This design comes from an exercise in tuning for small area on the open sky130 flow, not from production work. The RTL was checked by simulation tests, not by an equivalence proof against the original design. Power is estimated from default activity; no workload was simulated.

==> flow/run.sh <==
#!/bin/bash
# synth_recipe.tcl (not shown) runs the flow's synth.tcl, then flattens the netlist and writes it again
# the make line also repeats each setting of config.mk as NAME=value (left out here)
make -C /OpenROAD-flow-scripts/flow DESIGN_CONFIG=/design/flow/config.mk WORK_HOME=/design/flow/orfs CLKGATE_MAP_FILE= SYNTH_SCRIPT=/design/flow/synth_recipe.tcl finish
==> flow/config.mk <==
export PLATFORM = sky130hd
export DESIGN_NAME = top
export DESIGN_NICKNAME = top
export VERILOG_FILES = /design/flow/design.v
export SDC_FILE = /design/flow/constraint.sdc
export NUM_CORES = 4
export LEC_CHECK = 0
export CAP_MARGIN = 20
export CORE_MARGIN = 2
export CORE_UTILIZATION = 40
export SLEW_MARGIN = 20
==> flow/constraint.sdc <==
create_clock -name core_clock -period 20.0 [get_ports {clk}]
set_input_delay 4.0000 -clock core_clock [delete_from_list [all_inputs] [get_ports {clk}]]
set_output_delay 4.0000 -clock core_clock [all_outputs]
set_load 0.01 [all_outputs]
==> flow/design.v <==
module uart_rx #(
  parameter NUM_SYNC_STAGE = 5,     
  parameter BAUDGEN_PERIOD = 1600   
)(
  input  logic       clk,       
  input  logic       reset_n,   
  input  logic       rx_in,     
  output logic       valid,     
  output logic [7:0] d_out,     
  output logic       f_error    
);
  localparam BAUDGEN_PERIOD_HALF = BAUDGEN_PERIOD / 2;
  logic [NUM_SYNC_STAGE-1:0] rx_buf;
  always_ff @(posedge clk)
    rx_buf <= {rx_buf[NUM_SYNC_STAGE-2:0], rx_in};
  logic rx_sync;
  assign rx_sync = rx_buf[NUM_SYNC_STAGE-1];
  logic baudgen_valid;
  logic [15:0] baudgen_t_count;
  logic [ 4:0] baudgen_b_count;
  logic baudgen_t_match, endofrx;
  assign baudgen_t_match = baudgen_t_count == BAUDGEN_PERIOD_HALF-1;
  assign endofrx = baudgen_valid & baudgen_b_count == 5'd19;
  always_ff @(posedge clk) begin
    if (~reset_n)
      baudgen_valid <= 1'b0;
    else if (endofrx)
      baudgen_valid <= 1'b0;
    else if (~baudgen_valid & ~rx_sync)
      baudgen_valid <= 1'b1;
    else
      baudgen_valid <= baudgen_valid;
  end
  always_ff @(posedge clk) begin
    if (baudgen_valid) begin
      if (baudgen_t_match)
        baudgen_t_count <= 16'd0;
      else
        baudgen_t_count <= baudgen_t_count + 16'd1;
    end
    else
      baudgen_t_count <= 16'd0;
  end
  always_ff @(posedge clk) begin
    if (baudgen_valid) begin
      if (baudgen_t_match)
        baudgen_b_count <= baudgen_b_count + 5'd1;
      else
        baudgen_b_count <= baudgen_b_count;
    end
    else
      baudgen_b_count <= 5'd0;
  end
  logic sample_tmg;
  assign sample_tmg = baudgen_t_match & ~baudgen_b_count[0];
  logic [8:0] d_shiftreg;   
  always_ff @(posedge clk) begin
    if (sample_tmg)
      d_shiftreg <= {rx_sync, d_shiftreg[8:1]};
    else
      d_shiftreg <= d_shiftreg;
  end
  always_ff @(posedge clk) begin
    if (~reset_n)
      d_out <= 8'd0;
    else if (endofrx)
      d_out <= d_shiftreg[7:0];
    else
      d_out <= d_out;
  end
  always_ff @(posedge clk) begin
    if (~reset_n)
      f_error <= 1'd0;
    else if (endofrx)
      f_error <= ~d_shiftreg[8];
    else
      f_error <= f_error;
  end
  always_ff @(posedge clk)
    valid <= endofrx;
endmodule
module midi_perser (
  input  logic        clk,
  input  logic        reset_n,
  input  logic [ 7:0] d_in,
  input  logic        d_valid,
  input  logic        f_error,
  output logic        v_valid,
  output logic [ 3:0] v_channel,
  output logic        v_note_off,
  output logic        v_note_on,
  output logic [ 6:0] v_note_num,
  output logic [ 6:0] v_note_velocity 
);
  typedef enum logic [2:0] {
    V_NOTE_OFF,
    V_NOTE_ON,
    V_KEY_PRESSURE,
    V_PARAMETER,
    V_PROGRAM,
    V_AFTER_TOUCH,
    V_PITCH_WHEEL
  } t_voice;
  t_voice voice_state;
  logic [1:0] voice_len, voice_len_max;
  logic [7:0] d_in_str;
  logic data_valid, is_data_byte, is_status_byte;
  assign data_valid = ~f_error & d_valid;
  assign is_data_byte = ~d_in_str[7];
  assign is_status_byte = d_in_str[7] & ~&d_in_str[6:4];   
  always_ff @(posedge clk) begin
    if (~reset_n)
      d_in_str <= 8'b0;
    else if (data_valid)
      d_in_str <= d_in;
  end
  logic [2:0] data_valid_p;
  always_ff @(posedge clk) begin
    if (~reset_n)
      data_valid_p <= 3'b0;
    else
      data_valid_p <= {data_valid_p[1:0], data_valid};
  end
  always_ff @(posedge clk) begin
    if (~reset_n)
      voice_state <= V_NOTE_OFF;
    else if (data_valid_p[0] & is_status_byte) begin
      voice_state <= t_voice'(d_in_str[6:4]);
    end
  end
  always_ff @(posedge clk) begin
    case (voice_state)
      V_NOTE_OFF     : voice_len_max <= 2'd2;
      V_NOTE_ON      : voice_len_max <= 2'd2;
      V_KEY_PRESSURE : voice_len_max <= 2'd2;
      V_PARAMETER    : voice_len_max <= 2'd2;
      V_PROGRAM      : voice_len_max <= 2'd1;
      V_AFTER_TOUCH  : voice_len_max <= 2'd1;
      V_PITCH_WHEEL  : voice_len_max <= 2'd2;
      default : voice_len_max <= 2'd1;
    endcase
  end
  always_ff @(posedge clk) begin
    if (~reset_n)
      voice_len <= 2'd0;
    else if (data_valid_p[0]) begin
      if (is_status_byte)
        voice_len <= 2'd0;
      else if (is_data_byte)
        voice_len <= (voice_len == voice_len_max) ? 2'd1 : voice_len + 2'd1;
    end
  end
  always_ff @(posedge clk) begin
    if (~reset_n)
      v_valid <= 1'b0;
    else if (data_valid_p[2]) begin
      if (voice_len == voice_len_max)
        v_valid <= 1'b1;
    end
    else
      v_valid <= 1'b0;
  end
  always_ff @(posedge clk) begin
    if (~reset_n)
      v_channel <= 4'd0;
    else if (data_valid_p[2] & is_status_byte)
      v_channel <= d_in_str[3:0];
  end
  always_ff @(posedge clk) begin
    if (~reset_n)
      v_note_off <= 1'b0;
    else if (data_valid_p[2] & is_status_byte)
      v_note_off <= voice_state == V_NOTE_OFF;
  end
  always_ff @(posedge clk) begin
    if (~reset_n)
      v_note_on <= 1'b0;
    else if (data_valid_p[2] & is_status_byte)
      v_note_on <= voice_state == V_NOTE_ON;
  end
  always_ff @(posedge clk) begin
    if (~reset_n)
      v_note_num <= 7'd0;
    else if (data_valid_p[2] & voice_len == 2'd1) begin
      if (voice_state == V_NOTE_OFF | voice_state == V_NOTE_ON)
        v_note_num <= d_in_str[6:0];
    end
  end
  always_ff @(posedge clk) begin
    if (~reset_n)
      v_note_velocity <= 7'd0;
    else if (data_valid_p[2] & voice_len == 2'd2) begin
      if (voice_state == V_NOTE_OFF | voice_state == V_NOTE_ON)
        v_note_velocity <= d_in_str[6:0];
    end
  end
endmodule
module ptcam #(
  parameter DWIDTH = 19,
  parameter MEMSIZE = 16
)(
  input  logic              clk,
  input  logic              reset_n,
  input  logic [AWIDTH-1:0] w_addr,
  input  logic [DWIDTH-1:0] w_din,
  input  logic [DWIDTH-1:0] w_mask,
  input  logic              w_en,
  input  logic [AWIDTH-1:0] r_addr,
  output logic [DWIDTH-1:0] r_dout,
  input  logic [DWIDTH-1:0] search_din,
  input  logic [DWIDTH-1:0] search_mask,
  input  logic              search_en,
  output logic              search_valid,
  output logic [DWIDTH-1:0] search_dout,
  output logic [AWIDTH-1:0] search_addr_out,
  output logic              search_notfound
);
  localparam AWIDTH = $clog2(MEMSIZE);
  integer i;
  logic [MEMSIZE-1:0][DWIDTH-1:0] mem;
  always_ff @(posedge clk) begin
    if (~reset_n) begin
      for (i=0; i<MEMSIZE; i=i+1)
        mem[i] <= 0;
    end
    else if (w_en)
      mem[w_addr] <= (w_din & w_mask) | (mem[w_addr] & ~w_mask);
  end
  always_ff @(posedge clk)
    r_dout <= mem[r_addr];
  logic [DWIDTH-1:0] search_din_str;
  logic [DWIDTH-1:0] search_mask_str;
  logic [AWIDTH-1:0] search_addr;
  logic search_busy;
  logic search_match, end_of_search;
  assign search_match = (mem[search_addr] & search_mask_str) == (search_din_str & search_mask_str);
  assign end_of_search = search_addr == MEMSIZE-1;
  always_ff @(posedge clk) begin
    if (~search_busy & search_en) begin
      search_din_str <= search_din;
      search_mask_str <= search_mask;
    end
  end
  always_ff @(posedge clk) begin
    if (~reset_n)
      search_busy <= 1'b0;
    else if (search_busy & (search_match | end_of_search))
      search_busy <= 1'b0;
    else if (~search_busy & search_en)
      search_busy <= 1'b1;
  end
  always_ff @(posedge clk) begin
    if (~reset_n)
      search_addr <= 0;
    else if (search_busy) begin
      if (search_match | end_of_search)
        search_addr <= 0;
      else
        search_addr <= search_addr + 1;
    end
  end
  always_ff @(posedge clk) begin
    if (~reset_n)
      search_dout <= 0;
    else if (search_match)
      search_dout <= mem[search_addr];
  end
  always_ff @(posedge clk) begin
    if (~reset_n)
      search_addr_out <= 0;
    else if (search_match)
      search_addr_out <= search_addr;
  end
  always_ff @(posedge clk) begin
    if (~reset_n)
      search_notfound <= 1'b0;
    else if (search_match)
      search_notfound <= 1'b0;
    else if (end_of_search)
      search_notfound <= 1'b1;
  end
  always_ff @(posedge clk)
    search_valid <= search_busy & (end_of_search | search_match);
endmodule
module poly2mono #(
  parameter MAX_VOICE = 16
)(
  input  logic       clk,
  input  logic       reset_n,
  output logic       ready,
  input  logic       valid_in,
  input  logic       note_on_in,
  input  logic [6:0] note_num_in,
  input  logic [6:0] velocity_in,
  output logic       note_on_out,
  output logic [6:0] note_num_out,
  output logic [6:0] velocity_out
);
  typedef enum logic [3:0] {
    S_IDLE,
    S_STORE_INPUT,
    S_SEARCH_SAME_NOTE,
    S_SEARCH_SAME_NOTE_WAIT,
    S_UPDATE_VELOCITY,
    S_SEARCH_NONACTIVE,
    S_SEARCH_NONACTIVE_WAIT,
    S_UPDATE_LIST,
    S_CLEAR_ACTIVE,
    S_CHECK_VOICES,
    S_SEARCH_LAST_VOICED,
    S_SEARCH_LAST_VOICED_WAIT,
    S_UPDATE_TO_LAST_VOICED,
    S_SEARCH_PRIORITY,
    S_SEARCH_PRIORITY_WAIT,
    S_UPDATE_PRIORITY
  } t_state;
  typedef enum logic [18:0] {
    M_ACTIVE = {1'b1, 18'b0},
    M_PRIORITY = {1'b0, ~4'b0, 14'b0},
    M_NOTENUM = {5'b0, ~7'b0, 7'b0},
    M_VELOCITY = {12'b0, ~7'b0}
  } t_mask;
  t_state state;
  logic note_on_str;
  logic [6:0] note_num_str, velocity_str;
  logic [3:0] w_addr, search_addr_out;
  logic [18:0] w_din, search_din, search_dout;
  logic [18:0] w_mask, search_mask;   
  logic w_en, search_en, search_valid, search_notfound;
  logic [3:0] search_addr_out_str;
  logic [18:0] search_dout_str;
  logic [4:0] voices;
  logic [3:0] pcount;
  ptcam ptcam_i (
    .r_addr (4'd0),
    .r_dout (),
    .*
  );
  always_ff @(posedge clk) begin
    if (~reset_n)
      state <= S_IDLE;
    else if (state == S_UPDATE_VELOCITY)
      state <= S_IDLE;
    else if (state == S_UPDATE_LIST)
      state <= S_IDLE;
    else if (state == S_UPDATE_TO_LAST_VOICED)
      state <= S_IDLE;
    else if (state == S_IDLE & valid_in)
      state <= S_STORE_INPUT;
    else if (state == S_STORE_INPUT)
      state <= S_SEARCH_SAME_NOTE;
    else if (state == S_SEARCH_SAME_NOTE)
      state <= S_SEARCH_SAME_NOTE_WAIT;
    else if (state == S_SEARCH_SAME_NOTE_WAIT & search_valid) begin
      if (note_on_str & |velocity_str)
        state <= search_notfound ? S_SEARCH_NONACTIVE : S_UPDATE_VELOCITY;
      else
        state <= search_notfound ? S_IDLE : S_CLEAR_ACTIVE;
    end
    else if (state == S_SEARCH_NONACTIVE)
      state <= S_SEARCH_NONACTIVE_WAIT;
    else if (state == S_SEARCH_NONACTIVE_WAIT & search_valid)
      state <= search_notfound ? S_IDLE : S_UPDATE_LIST;
    else if (state == S_CLEAR_ACTIVE)
      state <= S_CHECK_VOICES;
    else if (state == S_CHECK_VOICES) begin
      if (voices[3:0] == pcount)
        state <= S_SEARCH_LAST_VOICED;
      else if (|voices)
        state <= S_SEARCH_PRIORITY;
      else
        state <= S_IDLE;
    end
    else if (state == S_SEARCH_LAST_VOICED)
      state <= S_SEARCH_LAST_VOICED_WAIT;
    else if (state == S_SEARCH_LAST_VOICED_WAIT & search_valid)
      state <= S_UPDATE_TO_LAST_VOICED;
    else if (state == S_SEARCH_PRIORITY)
      state <= S_SEARCH_PRIORITY_WAIT;
    else if (state == S_SEARCH_PRIORITY_WAIT & search_valid)
      state <= S_UPDATE_PRIORITY;
    else if (state == S_UPDATE_PRIORITY)
      state <= (pcount == voices[3:0]) ? S_IDLE : S_SEARCH_PRIORITY;
  end
  always_ff @(posedge clk) begin
    if (state == S_IDLE & valid_in) begin
      note_on_str <= note_on_in;
      note_num_str <= note_num_in;
      velocity_str <= velocity_in;
    end
  end
  always_ff @(posedge clk) begin
    if (state == S_SEARCH_SAME_NOTE)
      search_din <= {1'b1, 4'b0, note_num_str, 7'b0};
    else if (state == S_SEARCH_NONACTIVE)
      search_din <= {1'b0, 4'b0, 7'b0, 7'b0};
    else if (state == S_SEARCH_LAST_VOICED)
      search_din <= {1'b1, pcount - 4'd1, 7'b0, 7'b0};
    else if (state == S_SEARCH_PRIORITY)
      search_din <= {1'b1, pcount, 7'b0, 7'b0};
  end
  always_ff @(posedge clk) begin
    if (state == S_SEARCH_SAME_NOTE)
      search_mask <= M_ACTIVE | M_NOTENUM;
    else if (state == S_SEARCH_NONACTIVE)
      search_mask <= M_ACTIVE;
    else if (state == S_SEARCH_LAST_VOICED)
      search_mask <= M_ACTIVE | M_PRIORITY;
    else if (state == S_SEARCH_PRIORITY)
      search_mask <= M_ACTIVE | M_PRIORITY;
  end
  always_ff @(posedge clk) begin
    if (state == S_SEARCH_SAME_NOTE)
      search_en <= 1'b1;
    else if (state == S_SEARCH_NONACTIVE)
      search_en <= 1'b1;
    else if (state == S_SEARCH_LAST_VOICED)
      search_en <= 1'b1;
    else if (state == S_SEARCH_PRIORITY)
      search_en <= 1'b1;
    else
      search_en <= 1'b0;
  end
  always_ff @(posedge clk) begin
    if (search_valid)
      search_addr_out_str <= search_addr_out;
  end
  always_ff @(posedge clk) begin
    if (search_valid)
      search_dout_str <= search_dout;
  end
  always_ff @(posedge clk) begin
    if (state == S_UPDATE_VELOCITY)
      w_addr <= search_addr_out_str;
    else if (state == S_UPDATE_LIST)
      w_addr <= search_addr_out_str;
    else if (state == S_CLEAR_ACTIVE)
      w_addr <= search_addr_out_str;
    else if (state == S_UPDATE_PRIORITY)
      w_addr <= search_addr_out_str;
  end
  always_ff @(posedge clk) begin
    if (state == S_UPDATE_VELOCITY)
      w_din <= {1'b0, 4'b0, 7'b0, velocity_str};
    else if (state == S_UPDATE_LIST)
      w_din <= {1'b1, voices[3:0], note_num_str, velocity_str};
    else if (state == S_CLEAR_ACTIVE)
      w_din <= {1'b0, 4'b0, 7'b0, 7'b0};
    else if (state == S_UPDATE_PRIORITY)
      w_din <= {1'b0, pcount - 4'd1, 7'b0, 7'b0};
  end
  always_ff @(posedge clk) begin
    if (state == S_UPDATE_VELOCITY)
      w_mask <= M_VELOCITY;
    else if (state == S_UPDATE_LIST)
      w_mask <= M_ACTIVE | M_PRIORITY | M_NOTENUM | M_VELOCITY;
    else if (state == S_CLEAR_ACTIVE)
      w_mask <= M_ACTIVE;
    else if (state == S_UPDATE_PRIORITY)
      w_mask <= M_PRIORITY;
  end
  always_ff @(posedge clk) begin
    if (state == S_UPDATE_VELOCITY)
      w_en <= 1'b1;
    else if (state == S_UPDATE_LIST)
      w_en <= 1'b1;
    else if (state == S_CLEAR_ACTIVE)
      w_en <= 1'b1;
    else if (state == S_UPDATE_PRIORITY)
      w_en <= 1'b1;
    else
      w_en <= 1'b0;
  end
  always @(posedge clk) begin
    if (~reset_n)
      voices <= 5'd0;
    else if (state == S_UPDATE_LIST)
      voices <= voices + 5'd1;
    else if (state == S_CLEAR_ACTIVE)
      voices <= voices - 5'd1;
  end
  always @(posedge clk) begin
    if (state == S_CLEAR_ACTIVE)
      pcount <= search_dout_str[17:14];
    else if (state == S_UPDATE_PRIORITY & pcount != voices[3:0])
      pcount <= pcount + 4'd1;
  end
  always @(posedge clk) begin
    if (~reset_n)
      note_on_out <= 1'b0;
    else if (state == S_STORE_INPUT & ~voices[4] & note_on_str & |velocity_str)
      note_on_out <= 1'b1;
    else if (state == S_CHECK_VOICES & ~|voices)
      note_on_out <= 1'b0;
  end
  always @(posedge clk) begin
    if (~reset_n)
      note_num_out <= 7'd0;
    else if (state == S_STORE_INPUT & ~voices[4] & note_on_str & |velocity_str)
      note_num_out <= note_num_str;
    else if (state == S_UPDATE_TO_LAST_VOICED)
      note_num_out <= search_dout_str[13:7];
  end
  always @(posedge clk) begin
    if (~reset_n)
      velocity_out <= 7'd0;
    else if (state == S_STORE_INPUT & ~voices[4] & note_on_str & |velocity_str)
      velocity_out <= velocity_str;
    else if (state == S_UPDATE_TO_LAST_VOICED)
      velocity_out <= search_dout_str[6:0];
  end
  assign ready = state == S_IDLE;
endmodule
module dsm #(
  parameter DEPTH = 8
)(
  input  logic             clk,
  input  logic             reset_n,
  input  logic             enable,
  input  logic [DEPTH-1:0] data_in,
  output logic             dsm_out_p,
  output logic             dsm_out_n
);
  logic [DEPTH-1:0] dse;
  logic [DEPTH  :0] add;
  assign add = data_in + dse;
  always_ff @(posedge clk) begin
    if (~reset_n)
      dse <= 0;
    else if (enable)
      dse <= add[DEPTH-1:0];
  end
  always_ff @(posedge clk) begin
    dsm_out_p <=  add[DEPTH];
    dsm_out_n <= ~add[DEPTH];
  end
endmodule
module top (
  input  logic clk,   
  input  logic reset_n_in,
  input  logic midi_in,
  output logic note_cv_p,
  output logic note_cv_n
);
  logic [9:0] reset_n_buf;
  always_ff @(posedge clk)
    reset_n_buf <= {reset_n_buf[8:0], reset_n_in};
  logic reset_n;
  always_ff @(posedge clk)
    reset_n <= &reset_n_buf;
  logic [5:0] dsm_enable_count;
  logic dsm_enable_count_match;
  assign dsm_enable_count_match = dsm_enable_count == 6'd49;   
  always_ff @(posedge clk) begin
    if (~reset_n)
      dsm_enable_count <= 6'd0;
    else if (dsm_enable_count_match)
      dsm_enable_count <= 6'd0;
    else
      dsm_enable_count <= dsm_enable_count + 6'd1;
  end
  logic dsm_enable;
  always_ff @(posedge clk)
    dsm_enable <= dsm_enable_count_match;
  logic rx_valid, rx_f_error;
  logic [7:0] rx_data;
  uart_rx uart_rx_i (
    .rx_in   (midi_in   ),
    .valid   (rx_valid  ),
    .d_out   (rx_data   ),
    .f_error (rx_f_error),
    .*
  );
  logic v_valid, v_note_off, v_note_on;
  logic [3:0] v_channel;
  logic [6:0] v_note_num;
  logic [6:0] v_note_velocity;
  midi_perser midi_perser_i (
    .d_in    (rx_data   ),
    .d_valid (rx_valid  ),
    .f_error (rx_f_error),
    .*
  );
  logic [6:0] note_num_out_mono;
  poly2mono poly2mono_i (
    .ready (),
    .valid_in (v_valid & (v_note_off | v_note_on)),
    .note_on_in (v_note_on),
    .note_num_in (v_note_num),
    .velocity_in (v_note_velocity),
    .note_on_out (),
    .note_num_out (note_num_out_mono),
    .velocity_out (),
    .*
  );
  logic [6:0] note_num_wrap;
  always_ff @(posedge clk) begin
    if (note_num_out_mono >= 7'd60)
      note_num_wrap <= 7'd59;
    else
      note_num_wrap <= note_num_out_mono;
  end
  dsm #(
    .DEPTH   (6)
  ) dsm_i (
    .enable   (dsm_enable          ),
    .data_in  (note_num_wrap[5:0]),
    .dsm_out_p(note_cv_p           ),
    .dsm_out_n(note_cv_n           ),
    .*
  );
endmodule
==> out/results.tsv <==
metric	value	unit
status	timing/DRC/antenna clean	
post-synth top area share	37.1	%
Fmax achieved	185	MHz
CP Class	register to output port	
CP Buf/Inv Count	1	
share of layout cells above drive strength 1	12.9	%
Clk pin slew, worst setup/hold paths	0.06	ns
Hold Fails Final Rpt	0	
1st-iter DRT viols	1234	
# fillers	4463	
WP data required	16.00	ns
Cell Pwr Density	82.9	mW/mm^2
setup bufs post-CTS	0	
Congestion Overflow GR	0	
# diodes	0	
critical path's slowest cell	clkdlybuf4s50_1	
Final #Nets	1872	
gp weighted congestion	0.829	
Critical Path End Type	output port	
clock sink count	425	
DR WL/cell	20.3	um
antenna violations before repair	1	
antenna viol nets, final	0	
Post-Synthesis Cells	1917	
Worst Path Arrival	1.40	ns
Worst Hold Endpoint	uart_rx_i.rx_buf[4]	
Total GRT Usage	20.4	%
cell with the most instances after synthesis	nor2_1	
syn_nets	1944	
reg2reg end	poly2mono_i.ptcam_i.mem[242]	
leading area contributor after synthesis	dfxtp_1	
top post-synthesis cells by area	dfxtp_1 (37%), mux4_2 (12%), edfxtp_1 (11%)	
peak supply drop	0.0583	mV
post-synthesis sequential area ratio	47.8	%
H-tree Lvls	2	
Clock Path Buffers	3	
Die ar.	0.0499	sq mm
Resized Gates After CTS	0	
TritonCTS Buffers	46	
EDFF count, synth	68	
critical path launch point type	register	
CORE AREA	0.0476	sq mm
Post-route DRC	0	
mapped cell area	0.0192	sq mm
largest net degree at the start of global routing	107	
cts hold-fix bufs	0	
dominant synthesized flop cell	dfxtp_1	
IO Port Bufs	4	
area grow syn2layout	10.2	%
top cells by count, synth	nor2_1 (363), dfxtp_1 (357), a21oi_1 (179)	
reg-to-reg setup timing slack	15.62	ns
period utilization	27.0	%
YS warnings	6	
Initial Util	40.4	%
hold path startpoint	uart_rx_i.rx_buf[3]	
Static Leakage	6.71	nW
Top Ports	5	
Skew-Pair Late Insertion Delay	0.58	ns
CP cell instances	clkdlybuf4s50_1	
HPWL Detailed	31400	um
Tmin final	5.40	ns
crit-path leading delay family	buffers and inverters	
post-synthesis sequential element count	425	
first-pass GRT wire length	79500	um
Core Util, Final	44.5	%
Syn Area/Cell	10.0	sq um
1st-pass router iterations	7	
Via Count	14400	
Worst R2R Start	poly2mono_i.w_addr[0]	
slowest stage delay, CP	0.53	ns
ys async rst share	0	%
worst-margin pin slew	1.20	ns
clock root cell	clkbuf_16	
max-slew violations	0	
CTS tree	built	
max cap viols	0	
Rows	80	
CP Max Fanout	1	
Via density	5.79	
Total Neg Setup Slack	0	ns
Reg2Reg Depth	8	
hold path depth	0	
die width	223	um
Synth cell types	70	
Final Setup Violations	0	
hold crit path type	register to register	
vias in the first global route	13800	
RSZ-0062 raised after global routing	no	
Rel. slew slack	20.0	%
clk_skew	0.0245	ns
Die Y-Extent	223	um
wirelength, routed	50800	um
-- how the worst max path moves through the flow --
stage,from,slack [ns],cells past startpoint,to
6_report,dsm_i.dsm_out_p,14.60,1,note_cv_p
5_1_grt,dsm_i.dsm_out_p,14.55,1,note_cv_p
4_1_cts,dsm_i.dsm_out_p,14.56,1,note_cv_p
3_5_place_dp,dsm_i.dsm_out_p,15.17,1,note_cv_p
3_3_place_gp,dsm_i.dsm_out_p,15.16,1,note_cv_p
2_1_floorplan,dsm_i.dsm_out_n,15.67,0,note_cv_n
-- report_power, final --
group,internal (W),total (W),switching (W)
clock network,0.000539,0.000890,0.000351
logic,0.000000465,0.000000777,0.000000309
registers,0.000867,0.000868,0.000000617
-- registers in the layout, indices dropped and copies added (netlist names), 8 cells and up --
name,count
poly2mono_i.ptcam_i.mem,192
uart_rx_i.baudgen_t_count,16
poly2mono_i.ptcam_i.search_din_str,12
poly2mono_i.search_din,12
poly2mono_i.ptcam_i.search_dout,11
poly2mono_i.search_dout_str,11
poly2mono_i.w_din,11
reset_n_buf,10
uart_rx_i.d_shiftreg,9
midi_perser_i.d_in_str,8
uart_rx_i.d_out,8
-- stage by stage --
| step | instance area (sq um) | std cells | total power, W | setup WS, ns | hold WS (ns) |
|---|---|---|---|---|---|
| after floorplan | 19200 | 1917 | 0.000887 | 15.67 | 0.310 |
| after global placement | 19600 | 2412 | 0.000887 | 15.16 | 0.315 |
| after detailed placement | 19600 | 2412 | 0.000887 | 15.17 | 0.321 |
| after CTS | 21200 | 2497 | 0.00177 | 14.56 | 0.329 |
| after global routing | 21200 | 2497 | 0.00181 | 14.55 | 0.336 |
| final | 21200 | 2497 | 0.00176 | 14.60 | 0.322 |
-- final cells by class --
| class | instances | area, sq um | share of cell area, % |
|---|---|---|---|
| clock buffer | 66 | 1400 | 6.61 |
| clock inverter | 19 | 204 | 0.962 |
| inverter | 27 | 109 | 0.513 |
| multi-input combinational | 1312 | 9270 | 43.7 |
| sequential | 425 | 9200 | 43.4 |
| tap | 615 | 769 | 3.63 |
| timing repair buffer | 33 | 258 | 1.22 |
-- logic make-up (layout without fill, tap and decap cells) --
kind of cell / count (synthesis) / count (layout) / share of synthesized area [%]
buffers and inverters: 180 / 145 / 4.26
DFF: 425 / 425 / 47.8
xor gates and xnor gates: 53 / 53 / 2.45
AOI/OAI and AO/OA: 402 / 402 / 13.1
adders and majority gates: 24 / 24 / 1.64
muxes: 169 / 169 / 15.6
and+or+nand+nor: 664 / 664 / 15.3
-- cell usage in the layout (no fill, tap or decap), types with 11 or more instances in the layout --
| cell type | n |
|---|---|
| nor2b_1 | 15 |
| mux2_2 | 12 |
| inv_1 | 23 |
| dfxtp_1 | 354 |
| xor2_1 | 32 |
| nand2b_1 | 26 |
| nand2_1 | 114 |
| xnor2_1 | 20 |
| nor4_1 | 15 |
| a21oi_1 | 179 |
| and3_1 | 22 |
| clkbuf_16 | 50 |
| buf_4 | 29 |
| o22ai_1 | 11 |
| mux2i_1 | 50 |
| ha_1 | 22 |
| a211oi_1 | 59 |
| nor2_1 | 363 |
| and2_1 | 13 |
| nor3_1 | 19 |
| o21ai_0 | 50 |
| nand3_1 | 38 |
| edfxtp_1 | 68 |
| a21o_1 | 12 |
| a2bb2oi_1 | 36 |
| mux4_2 | 103 |
-- per-layer routing --
layer / global-route usage (%) / vias up / routed length (um)
met5: 0 / - / 0
met4: 9.46 / 0 / 2130
met3: 4.65 / 129 / 4230
met2: 32.1 / 534 / 23100
met1: 26.9 / 7053 / 21400
li1: - / 6730 / -

-- static timing again, ports no longer ideal --
The results above use ideal ports. As a check the final layout listed here was re-extracted and re-timed, cells and wires unchanged.
Step 1 (the two cells are an assumption about what drives the block):
set clk [get_ports {clk}]
set_driving_cell -lib_cell sky130_fd_sc_hd__clkbuf_16 $clk
set_driving_cell -lib_cell sky130_fd_sc_hd__buf_2 [delete_from_list [all_inputs] $clk]
Step 2, shift: input delay + t, output delay - t, t = (earliest + latest rising clock arrival at the registers) / 2. This alone moves slack from input paths to output paths.
Slacks: ideal / step 1 / step 2; pairs: ideal / step 1.
t, ns: 0.628
setup slack, ns: 14.596 / 14.540 / 15.168
pins driven straight from the clock port: 1
After both steps this run still meets setup and hold. The setup slack of this run moves by -0.056 ns with the drivers and by +0.572 ns with both steps.
